Background: an optimization exercise with open tools, aiming at small area, a short achievable clock period and few clock cycles per item. Do not read the settings as production practice.
RTL that was checked went through simulation tests only; none was proved equivalent to the original.
Only the layout flow was run in run 1; the RTL was not checked for function there.

[config.mk]
export PLATFORM = sky130hd
export DESIGN_NAME = div_iterative
export DESIGN_NICKNAME = div_iterative
export VERILOG_FILES = /design/flow/design.v
export SDC_FILE = /design/flow/constraint.sdc
export NUM_CORES = 4
export LEC_CHECK = 0
export CAP_MARGIN = 20
export CORE_MARGIN = 2
export CORE_UTILIZATION = 40
export SLEW_MARGIN = 20
[constraint.sdc]
create_clock -name core_clock -period 4.0 [get_ports {clk}]
set_input_delay 0.8000 -clock core_clock [delete_from_list [all_inputs] [get_ports {clk}]]
set_output_delay 0.8000 -clock core_clock [all_outputs]
set_load 0.01 [all_outputs]
[design.v]
module div_control (
    input  logic       clk,
    input  logic       rst_n,
    input  logic       valid_in,
    input  logic       ready_in,
    input  logic       last,      
    input  logic       none,      
    output logic       load,
    output logic       step,
    output logic       ready_out,
    output logic       valid_out
);
    localparam logic [1:0] IDLE = 2'd0, ITER = 2'd2, DONE = 2'd3;
    logic [1:0] state, next_state;
    always_ff @(posedge clk or negedge rst_n) begin
        if (!rst_n)
            state <= IDLE;
        else
            state <= next_state;
    end
    assign ready_out = (state == IDLE) || ((state == DONE) && ready_in);
    assign load      = ready_out && valid_in;
    assign step      = (state == ITER);
    assign valid_out = (state == DONE);
    always_comb begin
        next_state = state;
        case (state)
            IDLE:    if (valid_in) next_state = none ? DONE : ITER;
            ITER:    if (last) next_state = DONE;
            DONE:    if (ready_in) next_state = valid_in ? (none ? DONE : ITER) : IDLE;
            default: next_state = IDLE;
        endcase
    end
endmodule
module div_datapath (
    input  logic        clk,
    input  logic        load,
    input  logic        step,
    input  logic [31:0] dividend,
    input  logic [31:0] divisor,
    output logic        last,
    output logic        none,
    output logic [31:0] quotient,
    output logic [31:0] remainder
);
    logic [31:0] d;       
    logic [31:0] rem;     
    logic [31:0] q;       
    logic [4:0]  cnt;     
    function automatic logic [31:0] smear(input logic [31:0] x);
        logic [31:0] t;
        t = x;
        t = t | (t >> 1);
        t = t | (t >> 2);
        t = t | (t >> 4);
        t = t | (t >> 8);
        t = t | (t >> 16);
        smear = t;
    endfunction
    function automatic logic [4:0] enc(input logic [31:0] x);
        logic [4:0] p;
        p = 5'd0;
        for (int i = 0; i < 32; i++)
            if (x[i]) p = p | 5'(i);
        enc = p;
    endfunction
    logic [31:0] ta, tb;
    logic [4:0]  pa, pb, s;
    logic        bz;
    assign ta   = smear(dividend);
    assign tb   = smear(divisor);
    assign pa   = enc(ta & ~(ta >> 1));
    assign pb   = enc(tb & ~(tb >> 1));
    assign bz   = ~tb[0];
    assign none = bz | (|(tb & ~ta));
    assign s    = pa - pb;
    logic [31:0] sh [0:5];
    assign sh[0] = divisor;
    for (genvar i = 0; i < 5; i++) begin : g_sh
        assign sh[i+1] = s[i] ? (sh[i] << (1 << i)) : sh[i];
    end
    logic [32:0] diff;
    logic        qbit;
    assign diff = {1'b0, rem} - {1'b0, d};
    assign qbit = ~diff[32];
    always_ff @(posedge clk) begin
        if (load) begin
            d   <= sh[5];
            rem <= dividend;
            q   <= {32{bz}};
            cnt <= s;
        end else if (step) begin
            d   <= d >> 1;
            if (qbit) rem <= diff[31:0];
            q   <= {q[30:0], qbit};
            cnt <= cnt - 5'd1;
        end
    end
    assign last      = (cnt == 5'd0);
    assign quotient  = q;
    assign remainder = rem;
endmodule
module div_iterative (
    input  logic        clk,
    input  logic        rst_n,
    input  logic        valid_in,
    output logic        ready_out,
    input  logic [31:0] dividend,
    input  logic [31:0] divisor,
    output logic        valid_out,
    input  logic        ready_in,
    output logic [31:0] quotient,
    output logic [31:0] remainder
);
    logic load;
    logic step;
    logic last;
    logic none;
    div_control ctrl (
        .clk       (clk),
        .rst_n     (rst_n),
        .valid_in  (valid_in),
        .ready_in  (ready_in),
        .last      (last),
        .none      (none),
        .load      (load),
        .step      (step),
        .ready_out (ready_out),
        .valid_out (valid_out)
    );
    div_datapath data (
        .clk       (clk),
        .load      (load),
        .step      (step),
        .dividend  (dividend),
        .divisor   (divisor),
        .last      (last),
        .none      (none),
        .quotient  (quotient),
        .remainder (remainder)
    );
endmodule
[run.sh]
#!/bin/bash
# synth_recipe.tcl (not shown) runs the flow's synth.tcl, then flattens the netlist and writes it again
# the make line also repeats each setting of config.mk as NAME=value (left out here)
make -C /OpenROAD-flow-scripts/flow DESIGN_CONFIG=/design/flow/config.mk WORK_HOME=/design/flow/orfs CLKGATE_MAP_FILE= SYNTH_SCRIPT=/design/flow/synth_recipe.tcl finish
==> out/qor.txt, run 1 <==
Worst hold stages - 1
Mapped Cells - 956
Setup TNS - -19810 ps
Core Area - 21000 µm²
Status - finished with violations
Post-synth top flop - edfxtp_1
1st-pass router iterations - 5
RSZ-0062 raised after global routing - yes
Layout cells sized above 1 - 0.301
N_diodes - 0
Min Clock Period, post-route - 4750 ps
Synth Area per Inst - 8.92 µm²
Setup CP Type - in2reg
Most frequent cells in the layout - buf_4 (186), clkdlybuf4s50_1 (111), edfxtp_1 (101), nand2_1 (91), nor2_1 (86)
DR DRC count - 0
Clock slew at reported path FFs - 90 ps
CP top delay family - simple AND/OR/NAND/NOR gates
Total CTS buffers - 9
CTS tree - done
Chip height - 150 µm
Final WS setup - -751 ps
Area delta synth->final - 47.2%
Routed vias - 8654
Worst r2r path cells - 10
Max_cap viols - 0
GR peak layer - met2
CP startpoint kind - primary input
YS warnings - 3
Final Hold Viols - 0
H-tree depth - 3
Clock Tree Buf Depth - 2
Worst Setup End Kind - flop
GR Layer Usage met3 - 0.0280
Worst endpoint data arrival time - 4850 ps
Synth area leaders - edfxtp_1 (36%), ha_1 (5.6%), a21oi_1 (4.8%)
Dpl hpwl - 21.7 mm
Critical path depth - 18
Least-Margin Pin Slew - 658 ps
CP Cell Sequence - buf_6 > or4_4 > nor3_4 > nand3_2 > or4_4 > or4_4 > o2111ai_2 > ha_2 > fa_2 > buf_12 > buf_16 > buf_8 > o211ai_1 > o21ai_1 > buf_4 > mux2i_1 > mux2_2 > o21ai_0
Max Slew Vio Count - 0
Max-slew headroom - 0.561
Worst-Skew Late Latency - 360 ps
Fin util - 0.599
Pre-CTS setup slack - -1550 ps
Post-synthesis sequential area ratio - 0.362
Die Footprint - 22500 µm²
Nets - 1368
Cell row count - 53
Die X - 150 µm
# clock sinks - 103
CP max-delay cell - or4_4
Violated checks - negative setup slack
I/O Buffers - 133
First-pass GRT wire length - 43.9 mm
Starting density of the core - 0.407
Synthesized flop and latch total - 103
Routed Antenna Nets - 0
M2 GR Usage - 0.384
DR WL/cell - 18.7 µm
Initial antenna violation count - 0
Via density - 5.62
Distinct cells, synth - 76
CP peak stage delay - 540 ps
Finish-stage setup viols - 34
# IOs - 134
Area share of the largest cell type after synthesis - 0.356
FFs w/ async S/R, synth - 0.0194
Buf/Inv on CP - 5
Crit share post-route - 1.19
Root buffer cell - clkbuf_16
Commonest non-fill, non-tap cell in the layout - buf_4
Iteration-0 DRC Markers - 693
Largest net degree at the start of global routing - 70
Cell Area, Synth - 8520 µm²
EDFF count, synth - 101
Worst Hold Class - reg2reg
Vias in the first global route - 8128
Area leader, netlist - edfxtp_1
Grt ovf - 0
Hold-fix buffers at CTS - 0
Routed WL - 28.7 mm
GRT Total Usage - 0.252
Crit path max fanout - 6
Final Skew - 12.3 ps
Crit path required time - 4100 ps
Max Freq - 210 MHz
Gpl congestion - 0.924
CP most frequent cell - or4_4
Met1 Track Usage GR - 0.368
Post-Syn Nets - 1064
## state kept, by name (all words and copies together) (netlist names)
signal,count
data.rem,32
data.d,32
ctrl.state,2
data.q,32
data.cnt,5
## routing by layer
| layer | vias up | share of wire |
|---|---|---|
| li1 | 4177 | - |
| met1 | 4127 | 0.46 |
| met2 | 307 | 0.45 |
| met3 | 43 | 0.060 |
| met4 | 0 | 0.026 |
| met5 | - | 0 |
## logic make-up (layout without fill, tap and decap cells)
| family | count (synthesis) | count (layout) | share of synthesized area |
|---|---|---|---|
| DFF | 103 | 103 | 0.362 |
| adders and majority gates | 40 | 40 | 0.0605 |
| buffers and inverters | 117 | 426 | 0.0555 |
| AOI/OAI and AO/OA | 307 | 307 | 0.235 |
| xor gates and xnor gates | 29 | 29 | 0.0298 |
| and+or+nand+nor | 307 | 307 | 0.176 |
| muxes | 53 | 53 | 0.0810 |
## cell usage after synthesis (12+ instances only)
cell	n
ha_1	38
edfxtp_1	101
a211oi_1	16
nand2_1	103
a21oi_1	82
mux2i_1	33
xor2_1	12
nand3_1	13
nand2b_1	12
nor2_1	90
nor3_1	20
mux4_2	12
a21o_2	24
o31ai_1	17
o21ai_0	59
a21o_1	25
o22ai_1	13
inv_1	65
xnor2_1	17
clkbuf_1	32
## cell type report
type                            count  area (µm²)
Multi-Input combinational cell    736        5410
Fill cell                        1837        8400
Sequential cell                   103        3080
Clock inverter                      7        72.6
Tap cell                          275         344
Timing Repair Buffer              345        3170
Inverter                           65         249
Clock buffer                        9         225
## repair_timing
| item | in CTS | in global routing |
|---|---|---|
| gates resized for setup | 110 | 50 |
| buffers inserted | 26 | 10 |
| pin swaps | 59 | 31 |
| gates cloned | 4 | 1 |
| setup endpoints to repair | 36 | 35 |
## through the flow
| stage | hold slack (ps) | instances | cell area [µm²] |
|---|---|---|---|
| after floorplan | 504 | 956 | 8710 |
| after global placement | 526 | 1487 | 11500 |
| after detailed placement | 536 | 1487 | 11500 |
| after CTS | 556 | 1531 | 12300 |
| after global routing | 581 | 1540 | 12600 |
| final | 552 | 1540 | 12600 |
## worst register-to-register path, stage by stage (launching register included)
cell      delay [ps]
edfxtp_1         420
ha_1             360
nor2b_1          160
o31ai_1          390
a21oi_1          220
o311ai_0         470
nand2_1          160
a21boi_0         380
o21ai_0          200
and3_1           180
buf_4            250
## final timing paths
kind                                             from                         to  slack [ps]
worst max-delay path                      divisor[23]       data.d[26]$_DFFE_PP_        -750
worst min-delay path              data.q[0]$_DFFE_PP_        data.q[1]$_DFFE_PP_         550
worst max register to register  data.rem[2]$_DFFE_PP_      data.rem[0]$_DFFE_PP_         490
worst min register to register    data.q[0]$_DFFE_PP_        data.q[1]$_DFFE_PP_         550
max in group asynchronous                       rst_n  ctrl.state[0]$_DFFE_PN0P_        3270
min in group asynchronous                       rst_n  ctrl.state[1]$_DFFE_PN0P_         600
==> run 2: changes to the inputs <==
--- a/design.v
+++ b/design.v
@@ -8,2 +8,3 @@
     output logic       load,
+    output logic       align,
     output logic       step,
@@ -12,3 +13,3 @@
 );
-    localparam logic [1:0] IDLE = 2'd0, ITER = 2'd2, DONE = 2'd3;
+    localparam logic [1:0] IDLE = 2'd0, ALIGN = 2'd1, ITER = 2'd2, DONE = 2'd3;
     logic [1:0] state, next_state;
@@ -22,2 +23,3 @@
     assign load      = ready_out && valid_in;
+    assign align     = (state == ALIGN);
     assign step      = (state == ITER);
@@ -27,6 +29,6 @@
         case (state)
-            IDLE:    if (valid_in) next_state = none ? DONE : ITER;
-            ITER:    if (last) next_state = DONE;
-            DONE:    if (ready_in) next_state = valid_in ? (none ? DONE : ITER) : IDLE;
-            default: next_state = IDLE;
+            IDLE:  if (valid_in) next_state = none ? DONE : ALIGN;
+            ALIGN: next_state = ITER;
+            ITER:  if (last) next_state = DONE;
+            DONE:  if (ready_in) next_state = valid_in ? (none ? DONE : ALIGN) : IDLE;
         endcase
@@ -37,2 +39,3 @@
     input  logic        load,
+    input  logic        align,
     input  logic        step,
@@ -49,2 +52,26 @@
     logic [4:0]  cnt;     
+    logic [4:0]  pbr;     
+    function automatic logic [4:0] lead(input logic [31:0] x);
+        logic [15:0] v1; logic [15:0]     p1;
+        logic [7:0]  v2; logic [7:0][1:0] p2;
+        logic [3:0]  v3; logic [3:0][2:0] p3;
+        logic [1:0]  v4; logic [1:0][3:0] p4;
+        for (int i = 0; i < 16; i++) begin
+            v1[i] = x[2*i+1] | x[2*i];
+            p1[i] = x[2*i+1];
+        end
+        for (int i = 0; i < 8; i++) begin
+            v2[i] = v1[2*i+1] | v1[2*i];
+            p2[i] = v1[2*i+1] ? {1'b1, p1[2*i+1]} : {1'b0, p1[2*i]};
+        end
+        for (int i = 0; i < 4; i++) begin
+            v3[i] = v2[2*i+1] | v2[2*i];
+            p3[i] = v2[2*i+1] ? {1'b1, p2[2*i+1]} : {1'b0, p2[2*i]};
+        end
+        for (int i = 0; i < 2; i++) begin
+            v4[i] = v3[2*i+1] | v3[2*i];
+            p4[i] = v3[2*i+1] ? {1'b1, p3[2*i+1]} : {1'b0, p3[2*i]};
+        end
+        lead = v4[1] ? {1'b1, p4[1]} : {1'b0, p4[0]};
+    endfunction
     function automatic logic [31:0] smear(input logic [31:0] x);
@@ -59,21 +86,23 @@
     endfunction
-    function automatic logic [4:0] enc(input logic [31:0] x);
-        logic [4:0] p;
-        p = 5'd0;
-        for (int i = 0; i < 32; i++)
-            if (x[i]) p = p | 5'(i);
-        enc = p;
+    function automatic logic [4:0] sub5(input logic [4:0] x, input logic [4:0] y);
+        logic [4:0] g, p, c;
+        g = x & ~y;                  
+        p = x ^ ~y;                  
+        c[0] = 1'b1;
+        c[1] = g[0] | p[0];
+        c[2] = g[1] | (p[1] & g[0]) | (p[1] & p[0]);
+        c[3] = g[2] | (p[2] & g[1]) | (p[2] & p[1] & g[0]) | (p[2] & p[1] & p[0]);
+        c[4] = g[3] | (p[3] & g[2]) | (p[3] & p[2] & g[1]) | (p[3] & p[2] & p[1] & g[0])
+             | (p[3] & p[2] & p[1] & p[0]);
+        sub5 = p ^ c;
     endfunction
-    logic [31:0] ta, tb;
     logic [4:0]  pa, pb, s;
     logic        bz;
-    assign ta   = smear(dividend);
-    assign tb   = smear(divisor);
-    assign pa   = enc(ta & ~(ta >> 1));
-    assign pb   = enc(tb & ~(tb >> 1));
-    assign bz   = ~tb[0];
-    assign none = bz | (|(tb & ~ta));
-    assign s    = pa - pb;
+    assign pa   = lead(dividend);
+    assign pb   = lead(divisor);
+    assign bz   = (divisor == 32'd0);
+    assign none = bz | (|(divisor & ~smear(dividend)));
+    assign s    = sub5(cnt, pbr);
     logic [31:0] sh [0:5];
-    assign sh[0] = divisor;
+    assign sh[0] = d;
     for (genvar i = 0; i < 5; i++) begin : g_sh
@@ -87,5 +116,9 @@
         if (load) begin
-            d   <= sh[5];
+            d   <= divisor;
             rem <= dividend;
             q   <= {32{bz}};
+            cnt <= pa;
+            pbr <= pb;
+        end else if (align) begin
+            d   <= sh[5];
             cnt <= s;
@@ -115,2 +148,3 @@
     logic load;
+    logic align;
     logic step;
@@ -126,2 +160,3 @@
         .load      (load),
+        .align     (align),
         .step      (step),
@@ -133,2 +168,3 @@
         .load      (load),
+        .align     (align),
         .step      (step),
==> run 2 against run 1 <==
  * Now clean on timing, DRC and antenna
  * Synthesized cell count increased by 15%
  * Die area increased by 13%
  * Final cell count decreased by 0.26%
  * Hold slack got worse by 2.0 ps
  * Non-clock buffer count decreased by 180
==> out/qor.txt, run 2 <==
Synth Area per Inst - 8.73 µm² (was 8.92 µm²)
Finish-stage setup viols - 0 (was 34)
Clock Tree Buf Depth - 2 (unchanged)
Setup CP Type - reg2reg (was in2reg)
Setup TNS - 0 ps (was -19810 ps)
Crit path required time - 4080 ps (was 4100 ps)
Routed vias - 9371 (was 8654)
Final Hold Viols - 0 (unchanged)
Post-synthesis sequential area ratio - 0.336 (was 0.362)
Commonest non-fill, non-tap cell in the layout - clkdlybuf4s50_1 (was buf_4)
Grt ovf - 0 (unchanged)
Post-Syn Nets - 1216 (was 1064)
Starting density of the core - 0.409 (was 0.407)
Worst Setup End Kind - flop (unchanged)
YS warnings - 3 (unchanged)
# clock sinks - 108 (was 103)
Post-CTS Setup Repair Bufs - 0 (was 26)
First-pass GRT wire length - 52.6 mm (was 43.9 mm)
CP startpoint kind - flop (was primary input)
Mapped Cells - 1103 (was 956)
Root buffer cell - clkbuf_16 (unchanged)
Final Skew - 11.7 ps (was 12.3 ps)
Via density - 6.10 (was 5.62)
Area share of the largest cell type after synthesis - 0.331 (was 0.356)
Fin util - 0.494 (was 0.599)
GRT Total Usage - 0.266 (was 0.252)
Status - no timing/DRC/antenna violations (was finished with violations)
Core Area - 23500 µm² (was 21000 µm²)
Routed WL - 34.4 mm (was 28.7 mm)
N_diodes - 0 (unchanged)
Synthesized flop and latch total - 108 (was 103)
Synth Area in Adders - 0.0593 (was 0.0605)
Vias in the first global route - 8846 (was 8128)
Max Slew Vio Count - 0 (unchanged)
Worst-Skew Late Latency - 370 ps (was 360 ps)
DR WL/cell - 22.4 µm (was 18.7 µm)
Post-Synth XOR/XNOR Area - 0.0292 (was 0.0298)
Cell with the most instances after synthesis - edfxtp_1 (was nand2_1)
Largest net degree at the start of global routing - 55 (was 70)
Min Clock Period, post-route - 3490 ps (was 4750 ps)
CP Cell Sequence - ha_1 > xnor2_4 > buf_4 > mux2i_1 > mux2i_1 > nand2_1 > a311oi_1 > nor4_1 > a311oi_1 (was buf_6 > or4_4 > nor3_4 > nand3_2 > or4_4 > or4_4 > o2111ai_2 > ha_2 > fa_2 > buf_12 > buf_16 > buf_8 > o211ai_1 > o21ai_1 > buf_4 > mux2i_1 > mux2_2 > o21ai_0)
Max-slew headroom - 0.438 (was 0.561)
Die X - 159 µm (was 150 µm)
Crit path max fanout - 16 (was 6)
Crit share post-route - 0.872 (was 1.19)
Initial antenna violation count - 0 (unchanged)
Gpl congestion - 0.938 (was 0.924)
Post-Synth Simple-Gate Area - 0.166 (was 0.176)
Hold-fix buffers at CTS - 0 (unchanged)
Worst endpoint data arrival time - 3570 ps (was 4850 ps)
Cell row count - 56 (was 53)
1st-pass router iterations - 6 (was 5)
Most frequent cells in the layout - clkdlybuf4s50_1 (133), edfxtp_1 (106), nor2_1 (98), a21oi_1 (91), nand2_1 (89) (was buf_4 (186), clkdlybuf4s50_1 (111), edfxtp_1 (101), nand2_1 (91), nor2_1 (86))
Least-Margin Pin Slew - 832 ps (was 658 ps)
CP max-delay cell - xnor2_4 (was or4_4)
Distinct cells, synth - 83 (was 76)
Max Freq - 287 MHz (was 210 MHz)
Layout cells sized above 1 - 0.0600 (was 0.301)
Area delta synth->final - 20.8% (was 47.2%)
DR DRC count - 0 (unchanged)
Commonest cells post-synth - edfxtp_1 (106), nor2_1 (100), a21oi_1 (91), nand2_1 (90), mux2i_1 (70) (was nand2_1 (103), edfxtp_1 (101), nor2_1 (90), a21oi_1 (82), inv_1 (65))
Total CTS buffers - 9 (unchanged)
Cell Area, Synth - 9630 µm² (was 8520 µm²)
Main combinational cell family by area after synthesis - compound AO/OA/AOI/OAI gates (unchanged)
CP peak stage delay - 610 ps (was 540 ps)
CTS tree - done (unchanged)
H-tree depth - 3 (unchanged)
Max_cap viols - 0 (unchanged)
Dpl hpwl - 27.0 mm (was 21.7 mm)
Area leader, netlist - edfxtp_1 (unchanged)
Compound-cell area share of the yosys netlist - 0.268 (was 0.235)
Post-synthesis mux area share - 0.0821 (was 0.0810)
Routed Antenna Nets - 0 (unchanged)
Post_cts resized - 0 (was 110)
Top flop regs - data.d x32, data.q x32, data.rem x32 (unchanged)
# IOs - 134 (unchanged)
RSZ-0062 raised after global routing - no (was yes)
Chip height - 159 µm (was 150 µm)
Synth area leaders - edfxtp_1 (33%), mux2i_1 (7.3%), ha_1 (5.7%) (was edfxtp_1 (36%), ha_1 (5.6%), a21oi_1 (4.8%))
I/O Buffers - 133 (unchanged)
Die Footprint - 25300 µm² (was 22500 µm²)
Nets - 1325 (was 1368)
Post-synth top flop - edfxtp_1 (unchanged)
FFs w/ async S/R, synth - 0.0185 (was 0.0194)
Clock slew at reported path FFs - 80 ps (was 90 ps)
Iteration-0 DRC Markers - 942 (was 693)
EDFF count, synth - 106 (was 101)
Worst Hold Class - reg2reg (unchanged)
## run 2: cell families (layout without fill, tap and decap cells)
kind of cell	count (synthesis)	after routing
and+or+nand+nor	340	340
DFF	108	108
adders and majority gates	45	45
muxes	75	75
AOI/OAI and AO/OA	372	372
buffers and inverters	136	250
xor gates and xnor gates	27	27
## run 2: final cells by class
class | count | area (µm²)
clock buffers | 10 | 229
flip-flops and latches | 108 | 3230
multi-input cells | 859 | 5830
inverters | 69 | 259
well taps | 319 | 399
repair buffers | 165 | 1600
fillers | 2308 | 11900
clock inverters | 6 | 82.6
## run 2: through the flow
stage	hold slack [ps]	cell area [µm²]	setup WS, ps	std cells
CTS	552	11600	572	1536
global route	567	11600	330	1536
floorplan	504	9630	244	1103
global placement	531	11300	428	1520
finish	550	11600	512	1536
detailed placement	534	11300	435	1520
## run 2: layer usage
metal / vias to the layer above / wire length (µm) / part of all wire / global-route usage
met5: - / 0 / 0 / 0
met4: 0 / 908 / 0.026 / 0.0744
met3: 60 / 3160 / 0.092 / 0.0690
met2: 456 / 14800 / 0.43 / 0.400
met1: 4447 / 15500 / 0.45 / 0.379
li1: 4408 / - / - / -
## run 2: worst paths after layout
| check | startpoint | to | slack [ps] | cells after the start |
|---|---|---|---|---|
| max in group asynchronous | rst_n | ctrl.state[0]$_DFFE_PN0P_ | 3290 | 1 |
| worst min register to register | data.q[26]$_DFFE_PP_ | data.q[27]$_DFFE_PP_ | 550 | 1 |
| worst max register to register | data.cnt[1]$_DFFE_PP_ | data.d[17]$_DFFE_PP_ | 510 | 9 |
| min in group asynchronous | rst_n | ctrl.state[1]$_DFFE_PN0P_ | 590 | 1 |
| worst max-delay path | data.cnt[1]$_DFFE_PP_ | data.d[17]$_DFFE_PP_ | 510 | 9 |
| worst min-delay path | data.q[26]$_DFFE_PP_ | data.q[27]$_DFFE_PP_ | 550 | 1 |
## run 2: critical path, delay by kind of cell (launching register included)
| family | cells | cell delay [ps] |
|---|---|---|
| simple gates | 2 | 700 |
| xor+xnor | 1 | 610 |
| mux | 2 | 510 |
| fa+ha+maj | 1 | 450 |
| flops | 1 | 420 |
| buf+inv | 1 | 320 |
| compound gates | 2 | 190 |
Testbench counts of run 2, summed over its fixed seeds: cycles 22,561, items 3,200.
==> run 3: changes to the inputs <==
--- a/design.v
+++ b/design.v
@@ -36,3 +36,5 @@
 endmodule
-module div_datapath (
+module div_datapath #(
+    parameter int NW = 8
+) (
     input  logic        clk,
@@ -48,7 +50,8 @@
 );
-    logic [31:0] d;       
-    logic [31:0] rem;     
-    logic [31:0] q;       
-    logic [4:0]  cnt;     
-    logic [4:0]  pbr;     
+    logic [31:0]   d;       
+    logic [NW+1:0] d3;      
+    logic          nar;     
+    logic [31:0]   rem;     
+    logic [31:0]   dq;      
+    logic [4:0]    cnt;     
     function automatic logic [4:0] lead(input logic [31:0] x);
@@ -104,12 +107,32 @@
     assign none = bz | (|(divisor & ~smear(dividend)));
-    assign s    = sub5(cnt, pbr);
-    logic [31:0] sh [0:5];
-    assign sh[0] = d;
-    for (genvar i = 0; i < 5; i++) begin : g_sh
-        assign sh[i+1] = s[i] ? (sh[i] << (1 << i)) : sh[i];
-    end
-    logic [32:0] diff;
+    assign s    = sub5(pa, pb);
+    logic [4:0]  ss;
+    assign ss = nar ? {cnt[4:1], 1'b1} : cnt;
+    logic [31:0] rt [0:5];
+    assign rt[0] = {rem[0], rem[31:1]};
+    for (genvar i = 0; i < 5; i++) begin : g_rt
+        assign rt[i+1] = ss[i] ? {rt[i][(1<<i)-1:0], rt[i][31:(1<<i)]} : rt[i];
+    end
+    logic [31:0] lowmask;
+    assign lowmask = 32'h7FFF_FFFF >> ss;
+    logic [32:0] rs;
+    logic [33:0] diff;
     logic        qbit;
-    assign diff = {1'b0, rem} - {1'b0, d};
-    assign qbit = ~diff[32];
+    assign rs   = {rem, dq[31]};
+    assign diff = {1'b0, rs} - {2'b0, d};
+    assign qbit = ~diff[33];
+    logic [NW+1:0] nrs;
+    logic [NW+2:0] e1, e2, e3;
+    logic [1:0]    nq;
+    logic [NW-1:0] nrem;
+    assign nrs = {rem[NW-1:0], dq[31:30]};
+    assign e1  = {1'b0, nrs} - {3'b0, d[NW-1:0]};
+    assign e2  = {1'b0, nrs} - {2'b0, d[NW-1:0], 1'b0};
+    assign e3  = {1'b0, nrs} - {1'b0, d3};
+    always_comb begin
+        if (!e3[NW+2])      begin nq = 2'd3; nrem = e3[NW-1:0];  end
+        else if (!e2[NW+2]) begin nq = 2'd2; nrem = e2[NW-1:0];  end
+        else if (!e1[NW+2]) begin nq = 2'd1; nrem = e1[NW-1:0];  end
+        else                begin nq = 2'd0; nrem = nrs[NW-1:0]; end
+    end
     always_ff @(posedge clk) begin
@@ -117,13 +140,19 @@
             d   <= divisor;
+            d3  <= {2'b0, divisor[NW-1:0]} + {1'b0, divisor[NW-1:0], 1'b0};
+            nar <= (divisor[31:NW] == '0);
             rem <= dividend;
-            q   <= {32{bz}};
-            cnt <= pa;
-            pbr <= pb;
+            dq  <= {32{bz}};
+            cnt <= s;
         end else if (align) begin
-            d   <= sh[5];
-            cnt <= s;
+            rem <= rt[5] & lowmask;
+            dq  <= rt[5] & ~lowmask;
+            cnt <= nar ? {1'b0, ss[4:1]} : ss;
         end else if (step) begin
-            d   <= d >> 1;
-            if (qbit) rem <= diff[31:0];
-            q   <= {q[30:0], qbit};
+            if (nar) begin
+                rem[NW-1:0] <= nrem;
+                dq          <= {dq[29:0], nq};
+            end else begin
+                rem <= qbit ? diff[31:0] : rs[31:0];
+                dq  <= {dq[30:0], qbit};
+            end
             cnt <= cnt - 5'd1;
@@ -132,3 +161,3 @@
     assign last      = (cnt == 5'd0);
-    assign quotient  = q;
+    assign quotient  = dq;
     assign remainder = rem;
==> run 3 against run 2 <==
  * Synthesized cell count rose by 14%
  * Final cell count rose by 20%
  * Area after synthesis rose by 18%
  * Die area rose by 17%
  * Count of clock-buffer cells in the layout rose by 7
  * Via count rose by 19%
  * Critical path depth rose by 4
==> out/qor.txt, run 3 <==
Setup CP Type - reg2reg (unchanged)
Clock slew at reported path FFs - 60 ps (was 80 ps)
Commonest cells post-synth - mux2i_1 (141), edfxtp_1 (111), a21oi_1 (101), nor2_1 (94), inv_1 (87) (was edfxtp_1 (106), nor2_1 (100), a21oi_1 (91), nand2_1 (90), mux2i_1 (70))
Clock Tree Buf Depth - 2 (unchanged)
# clock sinks - 113 (was 108)
Post-Syn Nets - 1400 (was 1216)
Max Freq - 268 MHz (was 287 MHz)
Chip height - 172 µm (was 159 µm)
DR WL/cell - 22.5 µm (was 22.4 µm)
Iteration-0 DRC Markers - 1148 (was 942)
Area delta synth->final - 26.3% (was 20.8%)
EDFF count, synth - 111 (was 106)
FFs w/ async S/R, synth - 0.0177 (was 0.0185)
Initial antenna violation count - 0 (unchanged)
Fin util - 0.513 (was 0.494)
Buf/Inv on CP - 2 (was 1)
CTS tree - done (unchanged)
First-pass GRT wire length - 62.5 mm (was 52.6 mm)
Largest net degree at the start of global routing - 78 (was 55)
Crit share post-route - 0.932 (was 0.872)
Worst Setup End Kind - flop (unchanged)
Cell row count - 61 (was 56)
Max-slew headroom - 0.422 (was 0.438)
1st-pass router iterations - 5 (was 6)
Via density - 6.03 (was 6.10)
Least-Margin Pin Slew - 863 ps (was 832 ps)
Min Clock Period, post-route - 3730 ps (was 3490 ps)
CP max-delay cell - fa_1 (was xnor2_4)
Final Hold Viols - 0 (unchanged)
Synthesized flop and latch total - 113 (was 108)
Mapped Cells - 1255 (was 1103)
CP peak stage delay - 460 ps (was 610 ps)
DR DRC count - 0 (unchanged)
Synth Area per Inst - 9.02 µm² (was 8.73 µm²)
Nets - 1601 (was 1325)
Area leader, netlist - edfxtp_1 (unchanged)
Crit path required time - 4180 ps (was 4080 ps)
Fill cells - 2637 (was 2308)
Routed Antenna Nets - 0 (unchanged)
Status - no timing/DRC/antenna violations (unchanged)
I/O Buffers - 133 (unchanged)
CP Cell Sequence - inv_1 > ha_1 > inv_1 > fa_1 > a211oi_1 > o21ai_1 > a311oi_2 > a211oi_2 > o2111ai_2 > o21ai_0 > a31oi_1 > mux2i_1 > nand2b_1 (was ha_1 > xnor2_4 > buf_4 > mux2i_1 > mux2i_1 > nand2_1 > a311oi_1 > nor4_1 > a311oi_1)
Top flop regs - data.d x32, data.dq x32, data.rem x32 (was data.d x32, data.q x32, data.rem x32)
N_diodes - 0 (unchanged)
Dpl hpwl - 32.9 mm (was 27.0 mm)
Worst endpoint data arrival time - 3910 ps (was 3570 ps)
Synth area leaders - edfxtp_1 (29%), mux2i_1 (12%), ha_1 (8.1%) (was edfxtp_1 (33%), mux2i_1 (7.3%), ha_1 (5.7%))
Layout cells sized above 1 - 0.132 (was 0.0600)
Post-synth top flop - edfxtp_1 (unchanged)
Routed WL - 41.5 mm (was 34.4 mm)
Cell with the most instances after synthesis - mux2i_1 (was edfxtp_1)
CP most frequent cell - inv_1
Cell Area, Synth - 11300 µm² (was 9630 µm²)
CP top delay family - compound AO/OA/AOI/OAI gates (was simple AND/OR/NAND/NOR gates)
Distinct cells, synth - 76 (was 83)
YS warnings - 3 (unchanged)
# IOs - 134 (unchanged)
CP startpoint kind - flop (unchanged)
Max Slew Vio Count - 0 (unchanged)
H-tree depth - 4 (was 3)
Final Skew - 11.6 ps (was 11.7 ps)
Most frequent cells in the layout - mux2i_1 (141), clkdlybuf4s50_1 (133), buf_4 (112), edfxtp_1 (111), a21oi_1 (100) (was clkdlybuf4s50_1 (133), edfxtp_1 (106), nor2_1 (98), a21oi_1 (91), nand2_1 (89))
Finish-stage setup viols - 0 (unchanged)
Worst Hold Class - in2async (was reg2reg)
GRT Total Usage - 0.282 (was 0.266)
Area share of the largest cell type after synthesis - 0.295 (was 0.331)
Root buffer cell - clkbuf_16 (unchanged)
Die X - 172 µm (was 159 µm)
Fin area - 14300 µm² (was 11600 µm²)
Total CTS buffers - 17 (was 9)
Placed cell areas - 13700 µm² (was 11300 µm²)
Core Area - 27900 µm² (was 23500 µm²)
Max_cap viols - 0 (unchanged)
Starting density of the core - 0.406 (was 0.409)
RSZ-0062 raised after global routing - no (unchanged)
Die Footprint - 29700 µm² (was 25300 µm²)
Routed vias - 11100 (was 9371)
Crit path max fanout - 3 (was 16)
Commonest non-fill, non-tap cell in the layout - mux2i_1 (was clkdlybuf4s50_1)
Post-synthesis sequential area ratio - 0.299 (was 0.336)
Gpl congestion - 0.960 (was 0.938)
Worst-Skew Late Latency - 430 ps (was 370 ps)
Grt ovf - 0 (unchanged)
Vias in the first global route - 10500 (was 8846)
Setup TNS - 0 ps (unchanged)
run 3: metal layers:
layer,global-route usage,vias up,part of all wire
met5,0,-,0
met4,0.0829,0,0.023
met3,0.0501,66,0.093
met2,0.431,591,0.44
met1,0.407,5300,0.44
li1,-,5177,-
run 3: per-stage QoR:
step | setup WS (ps) | cells | hold slack (ps)
global route | 7.76 | 1845 | 546
detailed placement | -232 | 1815 | 630
global placement | -218 | 1815 | 607
floorplan | 435 | 1255 | 504
CTS | 216 | 1845 | 541
finish | 272 | 1845 | 552
run 3: kinds of logic after synthesis:
kind of cell               synth area share
muxes                                 0.164
DFF                                   0.299
buffers and inverters                0.0536
and+or+nand+nor                       0.131
adders and majority gates            0.0878
xor gates and xnor gates             0.0371
AOI/OAI and AO/OA                     0.228
run 3: area by class of cell:
class,instances,area [µm²],share of cell area
tap,378,473,0.0331
clock buffer,17,425,0.0298
inverter,90,338,0.0236
sequential,113,3380,0.237
timing repair buffer,246,2190,0.153
multi-input combinational,988,7350,0.514
clock inverter,13,141,0.00989
run 3: path summary, 6_finish.rpt:
check,start,to,slack [ps],depth (start not counted)
setup / recovery,data.dq[31]$_DFFE_PP_,data.rem[28]$_DFFE_PP_,270,13
hold / removal,rst_n,ctrl.state[0]$_DFFE_PN0P_,550,1
setup reg to reg,data.dq[31]$_DFFE_PP_,data.rem[28]$_DFFE_PP_,270,13
hold reg to reg,ctrl.state[0]$_DFFE_PN0P_,ctrl.state[0]$_DFFE_PN0P_,640,2
max in group asynchronous,rst_n,ctrl.state[1]$_DFFE_PN0P_,3310,1
min in group core_clock,ctrl.state[0]$_DFFE_PN0P_,ctrl.state[0]$_DFFE_PN0P_,640,2
run 3: repair_timing:
action	CTS	global route
resized for setup	0	3
setup buffers	0	0
hold buffers	0	0
endpoints found under the hold margin	0	0
endpoints found under the setup margin	0	1
Testbench counts of run 3, summed over its fixed seeds: cycles 16,103, items 3,200.
==> run 4: changes to the inputs <==
==> flow/run.sh (new file) <==
#!/bin/bash
# The standard layout, with buf_2 cells (not the default delay buffers) as
# the port buffers. Everything else is the standard flow.
set -euo pipefail
export BUFFER_PORTS_ARGS="-buffer_cell sky130_fd_sc_hd__buf_2"
bash standard.sh > standard.log 2>&1
==> standard.sh (new file) <==
#!/bin/bash
# synth_recipe.tcl (not shown) runs the flow's synth.tcl, then flattens the netlist and writes it again
# the make line also repeats each setting of config.mk as NAME=value (left out here)
make -C /OpenROAD-flow-scripts/flow DESIGN_CONFIG=/design/flow/config.mk WORK_HOME=/design/flow/orfs CLKGATE_MAP_FILE= SYNTH_SCRIPT=/design/flow/synth_recipe.tcl "${@:-finish}"
removed: run.sh
==> run 4 against run 3 <==
  * Clock skew grew 2.3 ps
  * Area after synthesis is the same
  * Via count fell by 0.70%
  * Sequential share of layout area up 1.9 points
  * Still clean
  * First-iteration DRC count rose by 1.4%
  * Worst setup slack improved by 9.7 ps
  * Non-clock buffer count shrank 52
  * Highest routed layer unchanged
  * Final cell count shrank 2.7%
  * Fmax rose by 0.26%
==> out/qor.txt, run 4 <==
Status - no timing/DRC/antenna violations (unchanged)
Area share of the largest cell type after synthesis - 0.295 (unchanged)
R2r setup slk - 380 ps (was 270 ps)
Max-slew headroom - 0.349 (was 0.422)
Crit path required time - 4160 ps (was 4180 ps)
Area leader, netlist - edfxtp_1 (unchanged)
Worst-Skew Late Latency - 430 ps (about the same)
Min Clock Period, post-route - 3720 ps (was 3730 ps)
Vias in the first global route - 10400 (was 10500)
Routed WL - 41.0 mm (was 41.5 mm)
Layout cells sized above 1 - 0.191 (was 0.132)
Cell Area, Synth - 11300 µm² (unchanged)
Clock slew at reported path FFs - 60 ps (about the same)
Total CTS buffers - 17 (unchanged)
YS warnings - 3 (unchanged)
Clock Tree Buf Depth - 2 (unchanged)
Post-Syn Nets - 1400 (unchanged)
Starting density of the core - 0.406 (unchanged)
Largest net degree at the start of global routing - 78 (unchanged)
CP top delay family - simple AND/OR/NAND/NOR gates (was compound AO/OA/AOI/OAI gates)
Dpl hpwl - 32.0 mm (was 32.9 mm)
Core Area - 27900 µm² (unchanged)
CTS tree - done (unchanged)
Most frequent cells in the layout - mux2i_1 (141), buf_2 (133), edfxtp_1 (111), a21oi_1 (101), nor2_1 (94) (was mux2i_1 (141), clkdlybuf4s50_1 (133), buf_4 (112), edfxtp_1 (111), a21oi_1 (100))
EDFF count, synth - 111 (unchanged)
Final Skew - 13.9 ps (was 11.6 ps)
Area delta synth->final - 17.1% (was 26.3%)
H-tree depth - 4 (unchanged)
Die Footprint - 29700 µm² (unchanged)
Synth area leaders - edfxtp_1 (29%), mux2i_1 (12%), ha_1 (8.1%) (unchanged)
Die X - 172 µm (unchanged)
Setup CP Type - in2reg (was reg2reg)
Chip height - 172 µm (unchanged)
Commonest cells post-synth - mux2i_1 (141), edfxtp_1 (111), a21oi_1 (101), nor2_1 (94), inv_1 (87) (unchanged)
Pre-CTS setup slack - -67.5 ps (was -232 ps)
CP max-delay cell - nor4_1 (was fa_1)
Mapped Cells - 1255 (unchanged)
Worst Setup End Kind - flop (unchanged)
CP startpoint kind - primary input (was flop)
Crit path max fanout - 4 (was 3)
First-pass GRT wire length - 61.5 mm (was 62.5 mm)
Fin util - 0.476 (was 0.513)
Max_cap viols - 0 (unchanged)
Routed vias - 11100 (about the same)
CP Cell Sequence - buf_2 > nor4_1 > nand3_1 > nor3_1 > and3_1 > a21oi_1 > a32oi_1 > ha_1 > o21ai_0 > nand2b_1 > a21oi_1 > inv_1 > a21oi_1 > xnor2_1 > o22ai_1 (was inv_1 > ha_1 > inv_1 > fa_1 > a211oi_1 > o21ai_1 > a311oi_2 > a211oi_2 > o2111ai_2 > o21ai_0 > a31oi_1 > mux2i_1 > nand2b_1)
Worst Hold Class - in2async (unchanged)
Post-synth top flop - edfxtp_1 (unchanged)
Buf/Inv on CP - 2 (unchanged)
Hold-fix buffers at CTS - 0 (unchanged)
Nets - 1549 (was 1601)
Final WS setup - 282 ps (was 272 ps)
Via density - 6.16 (was 6.03)
Placed insts - 1763 (was 1815)
Worst endpoint data arrival time - 3880 ps (was 3910 ps)
Cell row count - 61 (unchanged)
Final instance count without filler cells - 1795 (was 1845)
DR WL/cell - 22.8 µm (was 22.5 µm)
FFs w/ async S/R, synth - 0.0177 (unchanged)
# IOs - 134 (unchanged)
Max Slew Vio Count - 0 (unchanged)
Distinct cells, synth - 76 (unchanged)
# clock sinks - 113 (unchanged)
Iteration-0 DRC Markers - 1164 (was 1148)
Crit share post-route - 0.929 (was 0.932)
Initial antenna violation count - 0 (unchanged)
CP peak stage delay - 730 ps (was 460 ps)
Max Freq - 269 MHz (was 268 MHz)
Top flop regs - data.d x32, data.dq x32, data.rem x32 (unchanged)
Finish-stage setup viols - 0 (unchanged)
Routed Antenna Nets - 0 (unchanged)
1st-pass router iterations - 5 (unchanged)
Synthesized flop and latch total - 113 (unchanged)
DR DRC count - 0 (unchanged)
I/O Buffers - 133 (unchanged)
CP most frequent cell - a21oi_1 (was inv_1)
Root buffer cell - clkbuf_16 (unchanged)
Gpl congestion - 0.984 (was 0.960)
Synth Area per Inst - 9.02 µm² (unchanged)
Grt ovf - 0 (unchanged)
Cell with the most instances after synthesis - mux2i_1 (unchanged)
GRT Total Usage - 0.277 (was 0.282)
RSZ-0062 raised after global routing - no (unchanged)
Least-Margin Pin Slew - 976 ps (was 863 ps)
Commonest non-fill, non-tap cell in the layout - mux2i_1 (unchanged)
Post-synthesis sequential area ratio - 0.299 (unchanged)
N_diodes - 0 (unchanged)
Final Hold Viols - 0 (unchanged)
==> run 4: cell counts after synthesis <==
Identical to the previous run, type by type.
==> run 4: cells by family (layout without fill, tap and decap cells) <==
kind of cell	Yosys count	in the layout	synth area share
compound gates	386	386	0.228
xor+xnor	48	48	0.0371
fa+ha+maj	77	77	0.0878
buf+inv	154	316	0.0536
flops	113	113	0.299
mux	164	164	0.164
simple gates	313	313	0.131
==> run 4: through the flow <==
stage	TNS [ps]	cell area, µm²	hold slack, ps
2_1_floorplan	0	11300	504
3_3_place_gp	-40.4	12600	600
3_5_place_dp	-67.5	12600	604
4_1_cts	0	13200	152
5_1_grt	0	13200	155
6_report	0	13200	166
==> run 4: per-layer routing <==
| layer | vias to the layer above | share of wire | track usage |
|---|---|---|---|
| li1 | 5066 | - | - |
| met1 | 5295 | 0.43 | 0.393 |
| met2 | 613 | 0.44 | 0.423 |
| met3 | 82 | 0.096 | 0.0472 |
| met4 | 0 | 0.029 | 0.100 |
| met5 | - | 0 | 0 |
==> run 4: layout make-up <==
type                    instances  area [µm²]
clock inverters                13         163
flip-flops and latches        113        3380
repair buffers                194        1120
fillers                      2733       14600
well taps                     378         473
inverters                      90         338
clock buffers                  19         433
multi-input cells             988        7330
==> run 4: final timing paths <==
| check | start | cells past startpoint | endpoint |
|---|---|---|---|
| max in group asynchronous | rst_n | 1 | ctrl.state[1]$_DFFE_PN0P_ |
| setup / recovery | dividend[30] | 15 | data.cnt[4]$_DFFE_PP_ |
| hold / removal | rst_n | 1 | ctrl.state[0]$_DFFE_PN0P_ |
| hold reg to reg | data.dq[27]$_DFFE_PP_ | 2 | data.dq[29]$_DFFE_PP_ |
| setup reg to reg | data.dq[31]$_DFFE_PP_ | 13 | data.rem[28]$_DFFE_PP_ |
| min in group core_clock | divisor[16] | 1 | data.d[16]$_DFFE_PP_ |
==> run 4: repair_timing <==
action,in CTS,in global routing
endpoints found under the setup margin,0,1
gates resized for setup,0,1
setup buffers,0,0
==> run 5: changes to the inputs <==
==> flow/run.sh (replaced) <==
#!/bin/bash
# The standard layout, with buf_2 cells (not the default delay buffers) as
# the port buffers, and without mapping adders to full/half-adder cells
# before ABC. Everything else is the standard flow.
set -euo pipefail
export BUFFER_PORTS_ARGS="-buffer_cell sky130_fd_sc_hd__buf_2"
export ADDER_MAP_FILE=
bash standard.sh > standard.log 2>&1
==> run 5 against run 4 <==
  * Still clean
  * Design area down 6.4%
  * Sequential share of layout area grew 1.7 points
  * Routed wire length fell by 11%
  * Flip-flop and latch count unchanged
  * Critical path depth decreased by 1
  * Die area down 7.0%
  * Critical path type is now reg2reg
==> out/qor.txt, run 5 <==
Cell with the most instances after synthesis - mux2i_1 (unchanged)
Layout cells sized above 1 - 0.198 (was 0.191)
CP max-delay cell - or4_1 (was nor4_1)
Area delta synth->final - 18.1% (was 17.1%)
Die Footprint - 27600 µm² (was 29700 µm²)
CP Cell Sequence - xor2_1 > or4_1 > and4bb_1 > a21oi_1 > buf_4 > a21oi_4 > nor3_4 > o31ai_2 > nand2_1 > o21a_1 > o31ai_1 > xor2_1 > or4_1 > nand3_1 (was buf_2 > nor4_1 > nand3_1 > nor3_1 > and3_1 > a21oi_1 > a32oi_1 > ha_1 > o21ai_0 > nand2b_1 > a21oi_1 > inv_1 > a21oi_1 > xnor2_1 > o22ai_1)
DR DRC count - 0 (unchanged)
Distinct cells, synth - 75 (was 76)
Crit path max fanout - 6 (was 4)
Dpl hpwl - 28.6 mm (was 32.0 mm)
Final Hold Viols - 0 (unchanged)
Worst Setup End Kind - flop (unchanged)
Synthesized flop and latch total - 113 (unchanged)
Top flop regs - data.d x32, data.dq x32, data.rem x32 (unchanged)
Crit path required time - 4280 ps (was 4160 ps)
Worst endpoint data arrival time - 4070 ps (was 3880 ps)
RSZ-0062 raised after global routing - no (unchanged)
Placed cell areas - 11800 µm² (was 12600 µm²)
DR WL/cell - 21.7 µm (was 22.8 µm)
YS warnings - 3 (unchanged)
CP top delay family - simple AND/OR/NAND/NOR gates (unchanged)
N_diodes - 0 (unchanged)
Vias in the first global route - 9789 (was 10400)
Max Freq - 264 MHz (was 269 MHz)
1st-pass router iterations - 5 (unchanged)
# clock sinks - 113 (unchanged)
Grt ovf - 0 (unchanged)
Clock Tree Buf Depth - 2 (unchanged)
Worst r2r path cells - 14 (was 13)
Pre-CTS setup slack - -5.70 ps (was -67.5 ps)
Crit share post-route - 0.946 (was 0.929)
Buf/Inv on CP - 1 (was 2)
Gpl congestion - 0.970 (was 0.984)
Post-CTS Setup Repair Bufs - 0 (unchanged)
Mapped Cells - 1200 (was 1255)
I/O Buffers - 133 (unchanged)
Fin area - 12400 µm² (was 13200 µm²)
CP startpoint kind - flop (was primary input)
Routed Antenna Nets - 0 (unchanged)
Max_cap viols - 0 (unchanged)
Iteration-0 DRC Markers - 948 (was 1164)
Root buffer cell - clkbuf_16 (unchanged)
EDFF count, synth - 111 (unchanged)
Area share of the largest cell type after synthesis - 0.317 (was 0.295)
Commonest cells post-synth - mux2i_1 (153), nor2_1 (115), edfxtp_1 (111), nand2_1 (102), xnor2_1 (77) (was mux2i_1 (141), edfxtp_1 (111), a21oi_1 (101), nor2_1 (94), inv_1 (87))
H-tree depth - 4 (unchanged)
Hold-fix buffers at CTS - 0 (unchanged)
Worst-Skew Late Latency - 430 ps (about the same)
Starting density of the core - 0.405 (was 0.406)
Worst Hold Class - in2async (unchanged)
Clock slew at reported path FFs - 60 ps (about the same)
Nets - 1410 (was 1549)
FFs w/ async S/R, synth - 0.0177 (unchanged)
Post-synthesis sequential area ratio - 0.322 (was 0.299)
Setup CP Type - reg2reg (was in2reg)
Critical path depth - 14 (was 15)
Area leader, netlist - edfxtp_1 (unchanged)
Finish-stage setup viols - 0 (unchanged)
Final WS setup - 217 ps (was 282 ps)
Initial antenna violation count - 0 (unchanged)
Die X - 166 µm (was 172 µm)
Routed vias - 9912 (was 11100)
Largest net degree at the start of global routing - 48 (was 78)
CP peak stage delay - 520 ps (was 730 ps)
Synth area leaders - edfxtp_1 (32%), mux2i_1 (15%), xnor2_1 (6.4%) (was edfxtp_1 (29%), mux2i_1 (12%), ha_1 (8.1%))
Chip height - 166 µm (was 172 µm)
Min Clock Period, post-route - 3780 ps (was 3720 ps)
Fin util - 0.479 (was 0.476)
R2r setup slk - 220 ps (was 380 ps)
Cell row count - 59 (was 61)
Max-slew headroom - 0.350 (was 0.349)
Routed WL - 36.6 mm (was 41.0 mm)
First-pass GRT wire length - 56.8 mm (was 61.5 mm)
Final Skew - 12.6 ps (was 13.9 ps)
Cell Area, Synth - 10500 µm² (was 11300 µm²)
Most frequent cells in the layout - mux2i_1 (153), buf_2 (133), nor2_1 (114), edfxtp_1 (111), nand2_1 (100) (was mux2i_1 (141), buf_2 (133), edfxtp_1 (111), a21oi_1 (101), nor2_1 (94))
Status - no timing/DRC/antenna violations (unchanged)
# IOs - 134 (unchanged)
Least-Margin Pin Slew - 951 ps (was 976 ps)
Synth Area per Inst - 8.76 µm² (was 9.02 µm²)
Commonest non-fill, non-tap cell in the layout - mux2i_1 (unchanged)
Via density - 5.87 (was 6.16)
Post-Syn Nets - 1268 (was 1400)
Total CTS buffers - 17 (unchanged)
Core Area - 25900 µm² (was 27900 µm²)
CTS tree - done (unchanged)
Max Slew Vio Count - 0 (unchanged)
Post-synth top flop - edfxtp_1 (unchanged)
GRT Total Usage - 0.264 (was 0.277)
run 5: cell count changes in the layout (fill, tap and decap cells not counted), sizes merged, moves of 16 or more:
cell | before | now
a21oi | 105 | 68
ha | 73 | 0
inv | 91 | 55
maj3 | 0 | 30
mux4 | 16 | 0
nand2 | 83 | 102
nor2 | 95 | 116
nor2b | 6 | 31
xnor2 | 30 | 77
xor2 | 18 | 34
run 5: cell type report:
| class | count | area, µm² |
|---|---|---|
| clock buffer | 19 | 433 |
| clock inverter | 13 | 144 |
| fill | 2520 | 13500 |
| inverter | 55 | 206 |
| multi-input combinational | 958 | 6660 |
| sequential | 113 | 3380 |
| tap | 335 | 419 |
| timing repair buffer | 197 | 1160 |
run 5: what timing repair did:
item	in CTS	in global routing
endpoints found under the hold margin	0	0
endpoints found under the setup margin	0	5
gates resized for setup	0	7
run 5: cells by family after synthesis:
group	synth area share
xor gates and xnor gates	0.0925
muxes	0.154
buffers and inverters	0.0479
DFF	0.322
AOI/OAI and AO/OA	0.185
adders and majority gates	0.0292
and+or+nand+nor	0.169
run 5: final timing paths:
check | startpoint | end
max | data.rem[6]$_DFFE_PP_ | data.rem[31]$_DFFE_PP_
min | rst_n | ctrl.state[0]$_DFFE_PN0P_
max reg2reg | data.rem[6]$_DFFE_PP_ | data.rem[31]$_DFFE_PP_
min in group core_clock | divisor[9] | data.d[9]$_DFFE_PP_
max in group asynchronous | rst_n | ctrl.state[1]$_DFFE_PN0P_
min reg2reg | ctrl.state[1]$_DFFE_PN0P_ | ctrl.state[1]$_DFFE_PN0P_
run 5: through the flow:
stage	setup TNS [ps]	hold slack (ps)	cells
6_report	0	147	1690
5_1_grt	0	137	1690
4_1_cts	0	140	1690
3_5_place_dp	-5.70	588	1658
3_3_place_gp	0	587	1658
2_1_floorplan	0	504	1200
run 5: routing by layer:
metal	global-route usage	wire length, µm	part of all wire	vias up
met5	0	0	0	-
met4	0.0790	874	0.024	0
met3	0.0453	2180	0.059	51
met2	0.450	17900	0.49	356
met1	0.343	15700	0.43	4795
li1	-	-	-	4710
==> run 6: changes to the inputs <==
--- a/design.v
+++ b/design.v
@@ -51,3 +51,2 @@
     logic [31:0]   d;       
-    logic [NW+1:0] d3;      
     logic          nar;     
@@ -127,2 +126,4 @@
     logic [NW-1:0] nrem;
+    logic [NW+1:0] d3;
+    assign d3  = {2'b0, d[NW-1:0]} + {1'b0, d[NW-1:0], 1'b0};
     assign nrs = {rem[NW-1:0], dq[31:30]};
@@ -140,3 +141,2 @@
             d   <= divisor;
-            d3  <= {2'b0, divisor[NW-1:0]} + {1'b0, divisor[NW-1:0], 1'b0};
             nar <= (divisor[31:NW] == '0);
==> run 6 against run 5 <==
  * Register-to-register slack improved by 90 ps
  * Routed wire length rose by 19%
  * Still clean on timing, DRC and antenna
  * Critical endpoint is now data.rem[1]$_DFFE_PP_
  * Die area rose by 11%
  * Synthesized cell count rose by 16%
  * Area after synthesis rose by 11%
  * Worst setup slack improved by 87 ps
  * Final cell count rose by 12%
==> out/qor.txt, run 6 <==
Gpl congestion - 0.947 (was 0.970)
CP startpoint kind - flop (unchanged)
Crit path required time - 4110 ps (was 4280 ps)
Cell Area, Synth - 11600 µm² (was 10500 µm²)
GRT Total Usage - 0.278 (was 0.264)
EDFF count, synth - 102 (was 111)
Post-synth top flop - edfxtp_1 (unchanged)
CP max-delay cell - edfxtp_1 (was or4_1)
Routed Antenna Nets - 0 (unchanged)
Final Skew - 10.3 ps (was 12.6 ps)
# IOs - 134 (unchanged)
Top flop regs - data.d x32, data.dq x32, data.rem x32 (unchanged)
Core Area - 28700 µm² (was 25900 µm²)
Root buffer cell - clkbuf_16 (unchanged)
Least-Margin Pin Slew - 1090 ps (was 951 ps)
YS warnings - 3 (unchanged)
Max Slew Vio Count - 0 (unchanged)
Clock Tree Buf Depth - 2 (unchanged)
# clock sinks - 104 (was 113)
Layout cells sized above 1 - 0.171 (was 0.198)
Post-synthesis sequential area ratio - 0.267 (was 0.322)
Hold-fix buffers at CTS - 0 (unchanged)
Vias in the first global route - 10900 (was 9789)
Most frequent cells in the layout - mux2i_1 (158), buf_2 (133), nor2_1 (126), edfxtp_1 (102), a21oi_1 (83) (was mux2i_1 (153), buf_2 (133), nor2_1 (114), edfxtp_1 (111), nand2_1 (100))
Synthesized flop and latch total - 104 (was 113)
Routed vias - 11800 (was 9912)
Final Hold Viols - 0 (unchanged)
Finish-stage setup viols - 0 (unchanged)
Worst endpoint data arrival time - 3800 ps (was 4070 ps)
Iteration-0 DRC Markers - 1228 (was 948)
1st-pass router iterations - 6 (was 5)
Commonest cells post-synth - mux2i_1 (158), nor2_1 (127), edfxtp_1 (102), a21oi_1 (83), nand2_1 (82) (was mux2i_1 (153), nor2_1 (115), edfxtp_1 (111), nand2_1 (102), xnor2_1 (77))
Post_cts resized - 0 (unchanged)
Crit share post-route - 0.924 (was 0.946)
Status - no timing/DRC/antenna violations (unchanged)
FFs w/ async S/R, synth - 0.0192 (was 0.0177)
Nets - 1575 (was 1410)
DR DRC count - 0 (unchanged)
Commonest non-fill, non-tap cell in the layout - mux2i_1 (unchanged)
Max-slew headroom - 0.273 (was 0.350)
Dpl hpwl - 34.0 mm (was 28.6 mm)
Initial antenna violation count - 0 (unchanged)
Buf/Inv on CP - 1 (unchanged)
Max_cap viols - 0 (unchanged)
Clock slew at reported path FFs - 90 ps (was 60 ps)
I/O Buffers - 133 (unchanged)
Cell with the most instances after synthesis - mux2i_1 (unchanged)
CP peak stage delay - 510 ps (was 520 ps)
Post-Syn Nets - 1463 (was 1268)
Cell row count - 62 (was 59)
Worst Hold Class - in2async (unchanged)
Post-CTS Setup Repair Bufs - 0 (unchanged)
Chip height - 175 µm (was 166 µm)
Starting density of the core - 0.406 (was 0.405)
First-pass GRT wire length - 65.5 mm (was 56.8 mm)
Largest net degree at the start of global routing - 43 (was 48)
Die X - 175 µm (was 166 µm)
Setup TNS - 0 ps (unchanged)
Area share of the largest cell type after synthesis - 0.263 (was 0.317)
Fill cells - 2912 (was 2520)
CP top delay family - compound AO/OA/AOI/OAI gates (was simple AND/OR/NAND/NOR gates)
Setup CP Type - reg2reg (unchanged)
Distinct cells, synth - 90 (was 75)
DR WL/cell - 23.0 µm (was 21.7 µm)
Synth area leaders - edfxtp_1 (26%), mux2i_1 (14%), xnor2_1 (6.0%) (was edfxtp_1 (32%), mux2i_1 (15%), xnor2_1 (6.4%))
Max Freq - 271 MHz (was 264 MHz)
Routed WL - 43.6 mm (was 36.6 mm)
Area leader, netlist - edfxtp_1 (unchanged)
Die Footprint - 30500 µm² (was 27600 µm²)
Area delta synth->final - 13.4% (was 18.1%)
N_diodes - 0 (unchanged)
Via density - 6.23 (was 5.87)
Hold slack - 198 ps (was 147 ps)
CTS tree - done (unchanged)
Worst-Skew Late Latency - 370 ps (was 430 ps)
H-tree depth - 3 (was 4)
RSZ-0062 raised after global routing - no (unchanged)
CP Cell Sequence - xor2_1 > nor4_1 > nand4_1 > a311oi_1 > buf_4 > o21ai_2 > a221oi_1 > o21ai_0 > a31oi_1 > mux2i_1 > o211ai_1 (was xor2_1 > or4_1 > and4bb_1 > a21oi_1 > buf_4 > a21oi_4 > nor3_4 > o31ai_2 > nand2_1 > o21a_1 > o31ai_1 > xor2_1 > or4_1 > nand3_1)
Grt ovf - 0 (unchanged)
Worst Setup End Kind - flop (unchanged)
Min Clock Period, post-route - 3700 ps (was 3780 ps)
Total CTS buffers - 9 (was 17)
Synth Area per Inst - 8.35 µm² (was 8.76 µm²)
Crit path max fanout - 6 (unchanged)
Mapped Cells - 1395 (was 1200)
[run 6: area by class of cell]
| cell class | instances | area [µm²] | share of cell area |
|---|---|---|---|
| multi-input combinational | 1135 | 7910 | 0.599 |
| sequential | 104 | 3110 | 0.236 |
| timing repair buffer | 200 | 1190 | 0.0904 |
| tap | 384 | 480 | 0.0364 |
| clock buffer | 9 | 225 | 0.0171 |
| inverter | 57 | 214 | 0.0162 |
| clock inverter | 7 | 70.1 | 0.00531 |
[run 6: logic make-up (layout without fill, tap and decap cells)]
kind of cell    Yosys count  in the layout  synth area share
xor+xnor                107            107            0.0805
buf+inv                 156            273            0.0549
simple gates            445            445             0.195
mux                     168            168             0.150
flops                   104            104             0.267
compound gates          389            389             0.229
fa+ha+maj                26             26            0.0227
[run 6: per-layer routing]
layer | vias to the layer above | global-route usage | routed length [µm]
li1 | 5472 | - | -
met4 | 0 | 0.0878 | 1330
met5 | - | 0 | 0
met3 | 65 | 0.0363 | 3530
met1 | 5720 | 0.402 | 19600
met2 | 559 | 0.428 | 19100
[run 6: final timing paths]
path                       slack (ps)                       from  depth (start not counted)                        end
setup / recovery                  300        data.d[9]$_DFFE_PP_                         11      data.rem[1]$_DFFE_PP_
hold / removal                    200                      rst_n                          1  ctrl.state[0]$_DFFE_PN0P_
setup reg to reg                  300        data.d[9]$_DFFE_PP_                         11      data.rem[1]$_DFFE_PP_
hold reg to reg                   560  ctrl.state[0]$_DFFE_PN0P_                          1  ctrl.state[0]$_DFFE_PN0P_
max in group asynchronous        3700                      rst_n                          1  ctrl.state[1]$_DFFE_PN0P_
min in group core_clock           560  ctrl.state[0]$_DFFE_PN0P_                          1  ctrl.state[0]$_DFFE_PN0P_
[run 6: worst reg2reg max path: stages, from the launching register on]
cell and delay (ps):
edfxtp_1 510, xor2_1 210, nor4_1 400, nand4_1 210
a311oi_1 400, buf_4 190, o21ai_2 120, a221oi_1 470
o21ai_0 170, a31oi_1 380, mux2i_1 260, o211ai_1 110
[run 6: through the flow]
step / cells / instance area, µm² / setup slack [ps] / utilization
final: 1896 / 13200 / 304 / 0.460
after global routing: 1896 / 13200 / 216 / 0.460
after CTS: 1896 / 13200 / 378 / 0.460
after detailed placement: 1880 / 12900 / 346 / 0.450
after global placement: 1880 / 12900 / 368 / 0.450
after floorplan: 1395 / 11600 / 586 / -
Testbench counts of run 6, summed over its fixed seeds: cycles 16,103, items 3,200.

[what the ideal ports hide]
Ports are ideal in the flow. The routed layouts listed here were re-timed in OpenROAD. Step 1 assumes that a clkbuf_16 drives the clock port and a buf_2 every other input. Step 2 times the ports against the registers' clock, not the clock port: input delays grow and output delays shrink by t, the midpoint of the rising clock arrivals with the driver on. Slacks: ideal ports / drivers / drivers and shift; pairs: ideal ports / drivers.
run	t (ns)	setup WS [ns]	clock arrival spread, ns	slew at the worst register clock pin (ns)	worst slew at a driven data input, ns
run 1	0.407	-0.751 / -0.733 / -1.140	0.014 / 0.015	0.09 / 0.09	0.05
run 2	0.407	0.512 / 0.512 / 0.325	0.012 / 0.012	0.08 / 0.08	0.06
run 3	0.475	0.272 / 0.272 / -0.172	0.011 / 0.012	0.07 / 0.07	0.04
run 4	0.474	0.282 / 0.312 / -0.162	0.014 / 0.014	0.07 / 0.07	0.06
run 5	0.473	0.217 / 0.217 / -0.100	0.013 / 0.013	0.06 / 0.06	0.04
run 6	0.415	0.304 / 0.304 / 0.304	0.010 / 0.010	0.09 / 0.09	0.04
Met with ideal ports but missed after step 2: setup timing in run 3, run 4 and run 5.
